This is an optimization exercise on Yosys and OpenROAD, whose aim is small area and a short achievable clock period, not a production implementation.
No functional check of the RTL was part of any run shown here.
Power figures rest on the tool's default switching activity, not on a simulated workload.

==> design/flow/design.v <==
module ALU(
    input  [13:0] instruction,
    input  wire [19:0] A, B,
    input  cin, clk, rst,
    output reg [19:0] result,
    output wire [19:0] SX_flags,
    output wire reset,
    output reg carry_out,
    output wire halfword,
    output reg inc
);
assign halfword = 1'b0;
assign reset    = 1'b0;
reg sx0, sx1, sx12;
assign SX_flags = {7'b0, sx12, 10'b0, sx1, sx0};
wire [13:0] I = instruction;
reg keep, e_sum, e_p, e_g, e_sh, e_ls;
always @* begin
    keep = 1'b0; e_sum = 1'b0; e_p = 1'b0; e_g = 1'b0; e_sh = 1'b0; e_ls = 1'b0;
    case (I)
    14'h000, 14'h015, 14'h029, 14'h03E, 14'h053, 14'h068,
    14'h1E2, 14'h1F7, 14'h20C, 14'h221, 14'h236,
    14'h24B, 14'h260, 14'h275, 14'h28A, 14'h29F, 14'h2B4,
    14'h2C9, 14'h2DE: keep = 1'b1;
    14'h092: begin keep = ~sx12; e_p = sx12; end            
    14'h07D: e_ls = 1'b1;                                    
    14'h0A7, 14'h0E6, 14'h1A3: e_p = 1'b1;                   
    14'h0D1: begin e_p = 1'b1; e_g = 1'b1; end               
    14'h0BC: e_g = 1'b1;                                     
    14'h0FB, 14'h110, 14'h125, 14'h13A: e_sh = 1'b1;         
    14'h164, 14'h179, 14'h18E, 14'h1B8, 14'h1CD: e_sum = 1'b1;
    default: ;
    endcase
end
wire d_trap = (I == 14'h000);
wire d_jmp  = (I == 14'h029);
wire d_eq   = (I == 14'h1E2);
wire d_gt   = (I == 14'h1F7);
wire d_lt   = (I == 14'h20C);
wire d_get  = (I == 14'h221);
wire d_let  = (I == 14'h236);
wire d_cy   = (I == 14'h1A3) | (I == 14'h1CD);    
wire useB = (~I[0] & I[1] & I[2]) | (~I[1] & ~I[8]) | (I[7] & I[8]);
wire invX = (I[0] & I[2]) | (~I[2] & I[3]) | (~I[0] & ~I[2] & ~I[4]) | (I[9]);
wire c0 = (~I[0] & ~I[1]) | (~I[3]) | (I[0] & ~I[5] & ~cin);
wire xstat = (~I[0] & ~I[2] & ~I[8]);
wire addc = (~I[2] & ~I[4]);
wire left = (~I[0]);
wire rot = (I[5] & ~I[6]);
wire subc = (~I[1]);
wire [19:0] X = ({20{useB}} & B) ^ {20{invX}};
wire [19:0] p = A ^ X;
wire [19:0] g = A & X;
wire [20:0] g0 = {g, c0};
wire [20:0] p0 = {p, 1'b0};
wire bg1 = g0[1] | p0[1] & g0[0];
wire bp1 = p0[1] & p0[0];
wire bg2 = g0[3] | p0[3] & g0[2];
wire bp2 = p0[3] & p0[2];
wire bg3 = g0[5] | p0[5] & g0[4];
wire bp3 = p0[5] & p0[4];
wire bg4 = g0[7] | p0[7] & g0[6];
wire bp4 = p0[7] & p0[6];
wire bg5 = g0[9] | p0[9] & g0[8];
wire bp5 = p0[9] & p0[8];
wire bg6 = g0[11] | p0[11] & g0[10];
wire bp6 = p0[11] & p0[10];
wire bg7 = g0[13] | p0[13] & g0[12];
wire bp7 = p0[13] & p0[12];
wire bg8 = g0[15] | p0[15] & g0[14];
wire bp8 = p0[15] & p0[14];
wire bg9 = g0[17] | p0[17] & g0[16];
wire bp9 = p0[17] & p0[16];
wire bg10 = g0[19] | p0[19] & g0[18];
wire bp10 = p0[19] & p0[18];
wire bg11 = bg2 | bp2 & bg1;
wire bp11 = bp2 & bp1;
wire bg12 = bg4 | bp4 & bg3;
wire bp12 = bp4 & bp3;
wire bg13 = bg6 | bp6 & bg5;
wire bp13 = bp6 & bp5;
wire bg14 = bg8 | bp8 & bg7;
wire bp14 = bp8 & bp7;
wire bg15 = bg10 | bp10 & bg9;
wire bp15 = bp10 & bp9;
wire bg16 = bg12 | bp12 & bg11;
wire bp16 = bp12 & bp11;
wire bg17 = bg14 | bp14 & bg13;
wire bp17 = bp14 & bp13;
wire bg18 = bg17 | bp17 & bg16;
wire bp18 = bp17 & bp16;
wire bg19 = bg13 | bp13 & bg16;
wire bp19 = bp13 & bp16;
wire bg20 = bg15 | bp15 & bg18;
wire bp20 = bp15 & bp18;
wire bg21 = bg3 | bp3 & bg11;
wire bp21 = bp3 & bp11;
wire bg22 = bg5 | bp5 & bg16;
wire bp22 = bp5 & bp16;
wire bg23 = bg7 | bp7 & bg19;
wire bp23 = bp7 & bp19;
wire bg24 = bg9 | bp9 & bg18;
wire bp24 = bp9 & bp18;
wire bg25 = g0[2] | p0[2] & bg1;
wire bp25 = p0[2] & bp1;
wire bg26 = g0[4] | p0[4] & bg11;
wire bp26 = p0[4] & bp11;
wire bg27 = g0[6] | p0[6] & bg21;
wire bp27 = p0[6] & bp21;
wire bg28 = g0[8] | p0[8] & bg16;
wire bp28 = p0[8] & bp16;
wire bg29 = g0[10] | p0[10] & bg22;
wire bp29 = p0[10] & bp22;
wire bg30 = g0[12] | p0[12] & bg19;
wire bp30 = p0[12] & bp19;
wire bg31 = g0[14] | p0[14] & bg23;
wire bp31 = p0[14] & bp23;
wire bg32 = g0[16] | p0[16] & bg18;
wire bp32 = p0[16] & bp18;
wire bg33 = g0[18] | p0[18] & bg24;
wire bp33 = p0[18] & bp24;
wire bg34 = g0[20] | p0[20] & bg20;
wire bp34 = p0[20] & bp20;
wire [20:0] cy = {bg34, bg20, bg33, bg24, bg32, bg18, bg31, bg23, bg30, bg19, bg29, bg22, bg28, bg16, bg27, bg21, bg26, bg11, bg25, bg1, g0[0]};
wire [19:0] sum = p ^ cy[19:0];     
wire ge = cy[20];                  
wire eq = &p;                      
wire [4:0] s   = B[4:0];
wire sok = e_sh & (B[19:5] == 15'b0) & (s <= 5'd20);
wire gH  = sok & (rot | left);
wire gL  = sok & (rot | ~left);
wire [4:0] amt = left ? (5'd20 - s) : s;
wire [39:0] F0 = {A & {20{gH}}, A & {20{gL}}};
wire [34:0] F1 = amt[4] ? {16'b0, F0[39:16]} : F0[34:0];
wire [26:0] F2 = amt[3] ? F1[34:8] : F1[26:0];
wire [22:0] F3 = amt[2] ? F2[26:4] : F2[22:0];
wire [20:0] F4 = amt[1] ? F3[22:2] : F3[20:0];
wire [19:0] sh = amt[0] ? F4[20:1] : F4[19:0];
wire [19:0] pl = {p[19:13], p[12] ^ xstat, p[11:2], p[1] ^ (xstat & sx1), p[0] ^ (xstat & sx0) ^ (addc & cin)};
wire [19:0] ls = {7'b0, sx12, 10'b0, sx1, sx0};
wire [19:0] nres = ({20{keep}} & result) | ({20{e_sum}} & sum) | ({20{e_p}} & pl) |
                   ({20{e_g}} & g) | sh | ({20{e_ls}} & ls);
always @(posedge clk or posedge rst) begin
    if (rst) begin
        result    <= 20'b0;
        carry_out <= 1'b0;
        inc       <= 1'b0;
        sx0       <= 1'b0;
        sx1       <= 1'b0;
        sx12      <= 1'b0;
    end else begin
        result <= nres;
        if (d_cy)
            carry_out <= ((A[0] ^ subc) & B[0]) | ((A[0] ^ subc) & cin) | (B[0] & cin);
        if (d_jmp)
            inc <= 1'b1;
        if (d_trap)
            sx12 <= 1'b1;
        if (d_eq | d_get | d_let)
            sx0 <= d_eq ? eq : d_get ? ge : (~ge | eq);
        if (d_gt | d_lt | d_get | d_let)
            sx1 <= d_gt ? (ge & ~eq) : d_let ? (~ge | eq) : ~ge;
    end
end
endmodule
==> design/flow/flow/run.sh <==
#!/bin/bash
# Layout: the standard flow (standard.sh) with
#  - its own synthesis script (flow/my_synth.tcl: same as synth_recipe.tcl, but
#    ABC maps with flow/abc.script, a delay-targeted mapping, and no full/half
#    adder cells are extracted),
#  - small port buffers (buf_1) instead of the default delay-cell buffers,
#    resized after global placement for the load each input port drives
#    (flow/post_gpl.tcl); every input and output port keeps its own buffer,
#  - one tie cell for the constant outputs.
set -uo pipefail
HERE=$(pwd)
bash standard.sh SYNTH_SCRIPT=$HERE/flow/my_synth.tcl ADDER_MAP_FILE= \
  "BUFFER_PORTS_ARGS=-buffer_cell sky130_fd_sc_hd__buf_1" \
  POST_GLOBAL_PLACE_TCL=$HERE/flow/post_gpl.tcl \
  SKIP_REPAIR_TIE_FANOUT=1 finish > flow_standard.log 2>&1
==> design/flow/flow/abc.script <==
strash
dch -f
map -D 1500
topo
buffer -c
upsize -D 1500
dnsize -D 1500
==> design/flow/flow/my_synth.tcl <==
# The standard flow's synthesis script (synth_recipe.tcl), except that ABC maps with
# abc.script beside this file (delay-targeted mapping) instead of ORFS's
# speed script. Registers are mapped exactly as in the standard synthesis.
set ::my_flow_dir [file dirname [file normalize [info script]]]
proc synth {args} { yosys synth -nofsm -noshare {*}$args }
proc abc {args} {
  set out {}
  set skip 0
  foreach a $args {
    if {$skip} { set skip 0; continue }
    if {$a eq "-script" || $a eq "-D"} { set skip 1; continue }
    lappend out $a
  }
  lappend out -script [file join $::my_flow_dir abc.script]
  puts "abc with [file join $::my_flow_dir abc.script]"
  yosys abc {*}$out
}
source $::env(SCRIPTS_DIR)/synth.tcl
# left out here: clear keep_hierarchy, flatten, clean up, hide names made inside functions, write 1_2_yosys.v
==> design/flow/flow/post_gpl.tcl <==
# Size each input port's buffer for the load it drives (buffer_ports puts the
# same small buffer on every port). Every port keeps exactly one buffer.
foreach inst [get_cells input*] {
  set master [get_property $inst ref_name]
  if {![string match "sky130_fd_sc_hd__buf_*" $master]} continue
  set net [get_nets -of_objects [get_pins [get_full_name $inst]/X]]
  set fo [llength [get_pins -of_objects $net -filter "direction == input"]]
  if {$fo >= 10} {
    set cell sky130_fd_sc_hd__buf_4
  } elseif {$fo >= 5} {
    set cell sky130_fd_sc_hd__buf_2
  } else {
    continue
  }
  puts "port buffer [get_full_name $inst]: fanout $fo, $master -> $cell"
  replace_cell [get_full_name $inst] $cell
}
==> design/flow/standard.sh <==
#!/bin/bash
# synth_recipe.tcl (not shown) runs the flow's synth.tcl, then flattens the netlist and writes it again
# the make line also repeats each setting of config.mk as NAME=value (left out here)
make -C /OpenROAD-flow-scripts/flow DESIGN_CONFIG=/design/flow/config.mk WORK_HOME=/design/flow/orfs CLKGATE_MAP_FILE= SYNTH_SCRIPT=/design/flow/synth_recipe.tcl "${@:-finish}"
==> design/flow/config.mk <==
export PLATFORM = sky130hd
export DESIGN_NAME = ALU
export DESIGN_NICKNAME = ALU
export VERILOG_FILES = /design/flow/design.v
export SDC_FILE = /design/flow/constraint.sdc
export NUM_CORES = 4
export LEC_CHECK = 0
export CAP_MARGIN = 20
export CORE_MARGIN = 2
export CORE_UTILIZATION = 40
export SETUP_SLACK_MARGIN = 2.4
export SLEW_MARGIN = 20
export TNS_END_PERCENT = 20
==> design/flow/constraint.sdc <==
create_clock -name core_clock -period 6.0 [get_ports {clk}]
set_input_delay 1.2000 -clock core_clock [delete_from_list [all_inputs] [get_ports {clk}]]
set_output_delay 1.2000 -clock core_clock [all_outputs]
set_load 0.01 [all_outputs]
==> results.sh, run 1 <==
export IMPL_port_buffers=81
export IMPL_num_fill_cells=1344
export IMPL_synthDominantCellAreaShare=0.1297
export IMPL_numClockSinks=25
export IMPL_synth_xor_xnor_area_share=0.01870
export IMPL_whs_ns=0.4806
export IMPL_multi_input_gate_area_um2=4332
export IMPL_share_of_the_synthesized_area_in_compound_gates_ao_oa_aoi_oai=0.3256
export IMPL_min_delay_worst_endpoint="inc"
export IMPL_cts_made_buffers=3
export IMPL_worst_setup_path_start_kind="input port"
export IMPL_clock_skew_ns=0.001248
export IMPL_post_synth_mux_area_share=0.001943
export IMPL_critical_path_data_required_time_ns=6.15
export IMPL_floorplan_die_area_um2=13810
export IMPL_grtUsageTotal=0.3021
export IMPL_sequential_group_share_of_total_power=0.222
export IMPL_dpl_cell_area_um2=5378
export IMPL_hp_start="inc"
export IMPL_starting_density=0.4083
export IMPL_power_static_leakage_nw=2.501
export IMPL_netSwitchingPower_mw=0.4664
export IMPL_worst_ep_arrival_time_ns=3.70
export IMPL_fin_ws_ns=2.446
export IMPL_comb_power_share=0.602
export IMPL_syn_to_final_growth_pct=20.69
export IMPL_post_route_cells_drive_above_1_share=0.1876
export IMPL_startpoint="instruction[3]"
export IMPL_critical_path_max_fanout=6
export IMPL_detail_route_antenna_nets=0
export IMPL_netlist_area_um2=5152
export IMPL_layout_nets=991
export IMPL_setup_tns_final_ns=0
export IMPL_final_hold_viol_count=0
export IMPL_async_s_r_ff_share_synth=1.000
export IMPL_met2_length_mm=9.692
export IMPL_synth_yosys_warnings=1
export IMPL_largest_net_degree_at_the_start_of_global_routing=31
export IMPL_drv_slew=0
export IMPL_finalWorstPathRequiredPeriod_ns=3.554
export IMPL_post_layout_total_power_mw=0.9212
export IMPL_worstRegToRegCells=9
export IMPL_p_sw_frac=0.5063
export IMPL_1st_iter_drt_viols=934
export IMPL_vias=7116
export IMPL_finalCritPeriodShare=0.5923
export IMPL_synth_yosys_seq_area_share=0.1214
export IMPL_grt_pass1_wl_mm=33.44
export IMPL_dp_hpwl_mm=15.93
export IMPL_synth_top_family_by_area="simple AND/OR/NAND/NOR gates"
export IMPL_dr_pass1_iters=7
export IMPL_timing_slew_headroom=0.4473
export IMPL_critical_path_class="input port to flip-flop"
export IMPL_synthesis_area_per_instance_um2=5.943
export IMPL_yosys_top_cells_area="nand2_1 (13%), dfrtp_1 (12%), nand3_1 (11%), a21oi_1 (5.8%), inv_1 (5.0%)"
export IMPL_rsz0062_at_grt="true"
export IMPL_finalWirelength_mm=23.09
export IMPL_register_area_um2=625.6
export IMPL_io_pin_count=101
export IMPL_avgViaCountPerCell=6.434
export IMPL_dp_worst_setup_slack_ns=1.754
export IMPL_grt_pass1_vias=5906
export IMPL_synth_simple_area_share=0.4031
export IMPL_synth_edf_count=0
export IMPL_synth_ff_latch_count=25
export IMPL_final_area_um2=6218
export IMPL_syn_inst=867
export IMPL_max_cap_violations=0
export IMPL_highest_metal_layer_used_by_the_detailed_router="met4"
export IMPL_met3_length_mm=3.141
export IMPL_h_tree_depth=1
export IMPL_clockBufferDepth=2
export IMPL_cts_hold_repair_buffers=0
export IMPL_synth_fp_nets=924
export IMPL_synth_adder_area_share=0
export IMPL_synthDominantAreaCellType="nand2_1"
export IMPL_clk_pin_slew_worst_paths_ns=0.07
export IMPL_vdd_ir_drop_worst_mv=0.1032
export IMPL_fp_coreArea_um2=12620
export IMPL_die_w_um=117.5
export IMPL_worst_slew_pin_transition_ns=0.8281
export IMPL_antenna_found_initial=1
export IMPL_timing_critical_path_to_type="flip-flop"
export IMPL_register_to_register_setup_slack_ns=4.21
export IMPL_ctsRootBufferMaster="clkbuf_16"
export IMPL_die_h_um=117.5
export IMPL_power_per_cell_area_nw_per_um2=148.1
export IMPL_tritoncts_clock_tree="yes"
export IMPL_route_layer_met1_wl_mm=9.258
export IMPL_routedWlPerCell_um=20.88
export IMPL_worstHoldPathType="flip-flop to flip-flop"
export IMPL_endpoints_failing_setup=0
export IMPL_timing_fmax_mhz=281.4
export IMPL_synth_lib_cells_used_distinct=64
export IMPL_share_clk_of_total_power=0.175
export IMPL_gr_total_overflow=0
export IMPL_cell_internal_pwr_mw=0.4548
export IMPL_dominantRegCellSynth="dfrtp_1"
export IMPL_post_route_drc_count=0
export IMPL_worstHoldPathCells=1
export IMPL_regToRegStartpoint="sx12"
export IMPL_clock_latency_ns=0.27
export IMPL_reg2reg_to="result[12]"
export IMPL_core_rowCount=41
export IMPL_outcome="no timing/DRC/antenna violations"
## worst max-delay path, stage by stage
cell	delay [ns]
buf_2	0.16
inv_2	0.12
nor2_4	0.07
nor3_4	0.31
buf_6	0.21
nand3_1	0.09
nand3_1	0.14
nand4_1	0.19
buf_4	0.20
o21ai_4	0.19
a21o_1	0.17
a22oi_1	0.10
nand3b_1	0.21
nand2_1	0.08
nand3_1	0.06
nand3_1	0.10
nand3_1	0.08
## stage by stage
step,utilization,cells
floorplan,-,867
global placement,0.4247,1064
detailed placement,0.4261,1064
CTS,0.4482,1081
global route,0.4928,1106
finish,0.4928,1106
## how the worst max path moves through the flow
stage	slack [ns]	cells past startpoint	to
6_report	2.45	17	result[10]
5_1_grt	2.32	17	result[14]
4_1_cts	2.38	16	result[1]
3_5_place_dp	1.75	13	result[14]
3_3_place_gp	1.64	13	result[14]
2_1_floorplan	2.75	11	result[3]
## what timing repair did
item,4_1_cts,5_1_grt
pin swaps,6,19
gates resized for setup,22,87
cloned,3,9
setup endpoints to repair,22,22
setup buffers,10,15
## synth_stat cells (all sizes together) (2+ instances only)
master,count
nor4,7
and2,4
o32ai,4
a32oi,3
a22oi,4
o22ai,20
a31oi,11
o221ai,9
o21a,3
dfrtp,25
o211ai,31
a21o,3
o2bb2ai,3
nand3b,6
nand3,118
o21ai,62
clkbuf,17
inv,73
nand2,185
a221oi,5
nor3,25
xor2,8
a311oi,2
or2,8
buf,47
a211oi,2
o2111ai,8
nand4,20
nor2,71
xnor2,3
a21boi,5
a21oi,66
## placed cells by master (no fill, tap or decap), types with 7 or more instances in the layout
cell type  count
xor2_1         7
a21oi_1       58
nand4_1       19
inv_1         62
dfrtp_1       25
nor2_2        10
o22ai_1       19
nor2_1        55
o21ai_1       30
buf_4         31
o2111ai_1      8
nor3_1        19
a31oi_1       10
buf_1         68
nand2_1      167
o211ai_1      26
nand2_2       14
o21ai_0       22
o21ai_2        7
nand3_1       98
nand3_2       15
buf_2          8
## routing by layer
metal | track usage | vias to the layer above
met1 | 0.4349 | 3212
li1 | - | 3249
met3 | 0.05378 | 99
met4 | 0.08735 | 0
met5 | 0 | -
met2 | 0.4609 | 556
## power groups by stage
stage / logic [mW] / registers, mW / clock network, mW
finish: 0.555 / 0.205 / 0.162
global route: 0.598 / 0.206 / 0.168
CTS: 0.474 / 0.204 / 0.161
detailed placement: 0.449 / 0.207 / 0
global placement: 0.449 / 0.207 / 0
floorplan: 0.326 / 0.212 / 0
## registers in the layout, indices dropped and copies added, names as in the netlist
signal	count
result	20
carry_out	1
inc	1
sx0	1
sx1	1
sx12	1
## cell type report
cell class,count,area share
repair buffers,117,0.1042
clock buffers,3,0.01207
multi-input cells,711,0.6966
diodes,1,0.0004024
well taps,172,0.03461
inverters,73,0.04748
clock inverters,1,0.0008048
repair inverters,3,0.003219
flip-flops and latches,25,0.1006
## logic make-up after synthesis
kind of cell,count (synthesis)
AO/OA/AOI/OAI,247
XOR/XNOR,11
buffers and inverters,137
flip-flops,25
multiplexers,1
other,1
AND/OR/NAND/NOR,445
==> inputs of run 2 (changes only) <==
==> design/flow/flow/run.sh (replaced) <==
#!/bin/bash
# Layout: the standard flow (standard.sh) with
#  - its own synthesis script (flow/my_synth.tcl: same as synth_recipe.tcl, but
#    ABC maps with flow/abc.script, a delay-targeted mapping, and no full/half
#    adder cells are extracted), and
#  - small port buffers (buf_1) instead of the default delay-cell buffers;
#    every input and output port still gets its own buffer.
set -uo pipefail
HERE=$(pwd)
bash standard.sh SYNTH_SCRIPT=$HERE/flow/my_synth.tcl ADDER_MAP_FILE= \
  "BUFFER_PORTS_ARGS=-buffer_cell sky130_fd_sc_hd__buf_1" SKIP_REPAIR_TIE_FANOUT=1 finish > flow_standard.log 2>&1
==> design/flow/flow/abc.script (replaced) <==
strash
dch -f
map -D 1000
topo
buffer -c
upsize -D 1000
dnsize -D 1000
removed: design/flow/flow/post_gpl.tcl
==> results.sh, run 2 <==
export IMPL_synth_most_common_cell="nand2_1"
export IMPL_post_route_cells_drive_above_1_share=0.1585
export IMPL_finalWirelength_mm=24.03
export IMPL_starting_density=0.4125
export IMPL_largest_net_degree_at_the_start_of_global_routing=29
export IMPL_num_fill_cells=1418
export IMPL_vdd_ir_drop_worst_mv=0.1165
export IMPL_final_hold_viol_count=0
export IMPL_clock_skew_ns=0.003067
export IMPL_cells_along_the_critical_path="buf_8 -> o311ai_4 -> buf_4 -> nand2_1 -> nand3_1 -> nand4_1 -> nor2_2 -> nand2_1 -> o21ai_4 -> a21o_1 -> a21oi_1 -> o22ai_1 -> o22ai_1"
export IMPL_cts_made_buffers=3
export IMPL_timing_critical_path_to_type="flip-flop"
export IMPL_num_antenna_cells=0
export IMPL_synthesis_area_per_instance_um2=5.977
export IMPL_die_h_um=118.5
export IMPL_synth_yosys_warnings=1
export IMPL_worst_slew_pin_transition_ns=0.8825
export IMPL_synthDominantCellAreaShare=0.1252
export IMPL_register_to_register_setup_slack_ns=4.28
export IMPL_netSwitchingPower_mw=0.4497
export IMPL_layout_nets=998
export IMPL_worst_setup_path_start_kind="input port"
export IMPL_synth_yosys_seq_area_share=0.1192
export IMPL_h_tree_depth=1
export IMPL_clock_latency_ns=0.26
export IMPL_max_cap_violations=0
export IMPL_io_pin_count=101
export IMPL_drv_slew=0
export IMPL_die_w_um=118.5
export IMPL_worst_ep_arrival_time_ns=3.70
export IMPL_dr_pass1_iters=7
export IMPL_syn_inst=878
export IMPL_power_static_leakage_nw=2.448
export IMPL_grtUsageTotal=0.3277
export IMPL_finalWorstPathRequiredPeriod_ns=3.561
export IMPL_synth_fp_nets=935
export IMPL_port_buffers=81
export IMPL_critical_path_class="input port to flip-flop"
export IMPL_async_s_r_ff_share_synth=1.000
export IMPL_power_per_cell_area_nw_per_um2=146.5
export IMPL_synth_cells_most_frequent="nand2_1 (175), nand3_1 (115), a21oi_1 (72)"
export IMPL_core_rowCount=41
export IMPL_sequential_group_share_of_total_power=0.227
export IMPL_dominantRegCellSynth="dfrtp_1"
export IMPL_commonest_cells_after_routing_fill_and_taps_aside="nand2_1 (173), nand3_1 (110), buf_1 (72)"
export IMPL_regMostFlops="result"
export IMPL_tritoncts_clock_tree="yes"
export IMPL_critPathMaxStageDelay_ns=0.69
export IMPL_gp_congestion=0.9904
export IMPL_endpoints_failing_setup=0
export IMPL_mostFrequentLayoutCell="nand2_1"
export IMPL_synth_ff_latch_count=25
export IMPL_clk_pin_slew_worst_paths_ns=0.06
export IMPL_detail_route_antenna_nets=0
export IMPL_floorplan_die_area_um2=14050
export IMPL_worstHoldPathType="flip-flop to flip-flop"
export IMPL_cp_slowest_cell="o311ai_4"
export IMPL_timing_slew_headroom=0.4080
export IMPL_clockBufferDepth=2
export IMPL_post_layout_total_power_mw=0.8999
export IMPL_vias=7191
export IMPL_fp_coreArea_um2=12720
export IMPL_avgViaCountPerCell=6.467
export IMPL_yosys_top_cells_area="nand2_1 (13%), dfrtp_1 (12%), nand3_1 (11%), a21oi_1 (6.9%), o211ai_1 (5.6%)"
export IMPL_critical_path_data_required_time_ns=6.14
export IMPL_gr_total_overflow=0
export IMPL_share_clk_of_total_power=0.165
export IMPL_cell_internal_pwr_mw=0.4502
export IMPL_synthDominantAreaCellType="nand2_1"
export IMPL_setup_tns_final_ns=0
export IMPL_comb_power_share=0.608
export IMPL_syn_to_final_growth_pct=17.05
export IMPL_finalCritPeriodShare=0.5935
export IMPL_rsz0062_at_grt="true"
export IMPL_outcome="no timing/DRC/antenna violations"
export IMPL_synth_lib_cells_used_distinct=67
export IMPL_numClockSinks=25
export IMPL_multi_input_gate_area_um2=4214
export IMPL_grt_pass1_wl_mm=36.29
export IMPL_largest_reg_flops=20
export IMPL_grt_pass1_vias=6602
export IMPL_register_area_um2=625.6
export IMPL_netlist_area_um2=5248
export IMPL_synth_edf_count=0
export IMPL_p_sw_frac=0.4998
export IMPL_critical_path_max_fanout=15
export IMPL_timing_fmax_mhz=280.8
export IMPL_ctsRootBufferMaster="clkbuf_16"
export IMPL_post_route_drc_count=0
export IMPL_antenna_found_initial=0
export IMPL_dp_hpwl_mm=18.06
export IMPL_routedWlPerCell_um=21.61
export IMPL_1st_iter_drt_viols=725
export IMPL_cts_hold_repair_buffers=0
-- run 2: through the flow --
step | cells | util | area, um^2 | worst slack [ns] | hold WS, ns
floorplan | 878 | - | 5248 | 2.644 | 0.4996
global placement | 1076 | 0.4260 | 5420 | 1.482 | 0.4542
detailed placement | 1076 | 0.4260 | 5420 | 1.410 | 0.4724
CTS | 1094 | 0.4529 | 5762 | 2.384 | 0.4863
global route | 1112 | 0.4828 | 6142 | 2.335 | 0.4982
finish | 1112 | 0.4828 | 6142 | 2.439 | 0.4748
-- run 2: what timing repair did --
item | CTS | global route
gates resized for setup | 34 | 60
setup endpoints to repair | 22 | 22
buffers inserted | 8 | 17
gates cloned | 6 | 1
pin swaps | 6 | 15
-- run 2: final cells by class --
class	instances	share of cell area
clock buffers	3	0.01222
multi-input cells	716	0.6861
flip-flops and latches	25	0.1019
repair inverters	2	0.002037
inverters	74	0.04848
repair buffers	119	0.1131
clock inverters	1	0.001222
well taps	172	0.03504
-- run 2: power by group through the flow --
stage          logic [mW]  registers, mW  clock network, mW
3_5_place_dp        0.469          0.208                  0
3_3_place_gp        0.473          0.207                  0
4_1_cts             0.497          0.204              0.151
2_1_floorplan       0.332          0.212                  0
5_1_grt             0.590          0.206              0.160
6_report            0.547          0.204              0.149
-- run 2: critical path, delay by kind of cell --
kind | cells | cell delay (ns)
AO/OA/AOI/OAI | 6 | 1.41
buffers and inverters | 2 | 0.38
AND/OR/NAND/NOR | 5 | 0.70
-- run 2: path summary, 6_finish.rpt --
check | depth (start not counted) | to | startpoint
setup / recovery | 13 | sx1 | instruction[0]
hold / removal | 1 | inc | inc
setup reg to reg | 7 | result[3] | sx12
hold reg to reg | 1 | inc | inc
max in group asynchronous | 2 | result[17] | rst
min in group asynchronous | 2 | carry_out | rst
-- run 2: cells by family (layout without fill, tap and decap cells) --
logic type | count (synthesis) | in the layout | share of synthesized area
AOI/OAI and AO/OA | 255 | 256 | 0.3219
xor gates and xnor gates | 10 | 10 | 0.01669
buffers and inverters | 139 | 199 | 0.1338
DFF | 25 | 25 | 0.1192
other | 1 | 1 | 0.0007146
and+or+nand+nor | 448 | 449 | 0.4077
-- run 2: per-layer routing --
metal | share of wire | GRT usage
met1 | 0.37 | 0.3945
met2 | 0.47 | 0.5636
met3 | 0.094 | 0.05405
met4 | 0.058 | 0.1577
met5 | 0 | 0

-- static timing again, ports no longer ideal --
How much do the figures lean on ideal ports? The routed layouts below were timed once more, with nothing changed but the port constraints.
Step 1 assumes that a clkbuf_16 drives the clock port and a buf_2 every other input.
Step 2 adds t to the input delays and takes it off the output delays; t is the mean of the earliest and latest rising clock arrival at the registers after step 1. Input paths then give back, and output paths get back, about the clock's delay inside the block.
Three values: no drivers, after step 1, after step 2; two values: the first two.
| run | shift t [ns] | setup slack, ns | clock arrival spread, ns | worst data-port slew with drivers (ns) | pins driven straight from the clock port |
|---|---|---|---|---|---|
| run 1 | 0.305 | 2.446 / 2.466 / 2.161 | 0.002 / 0.002 | 0.08 | 1 |
| run 2 | 0.290 | 2.439 / 2.434 / 2.143 | 0.004 / 0.005 | 0.05 | 1 |
After both steps every run listed still meets setup and hold. For run 2, which loses most, drivers alone change the setup slack by -0.005 ns; drivers and shift together by -0.296 ns.
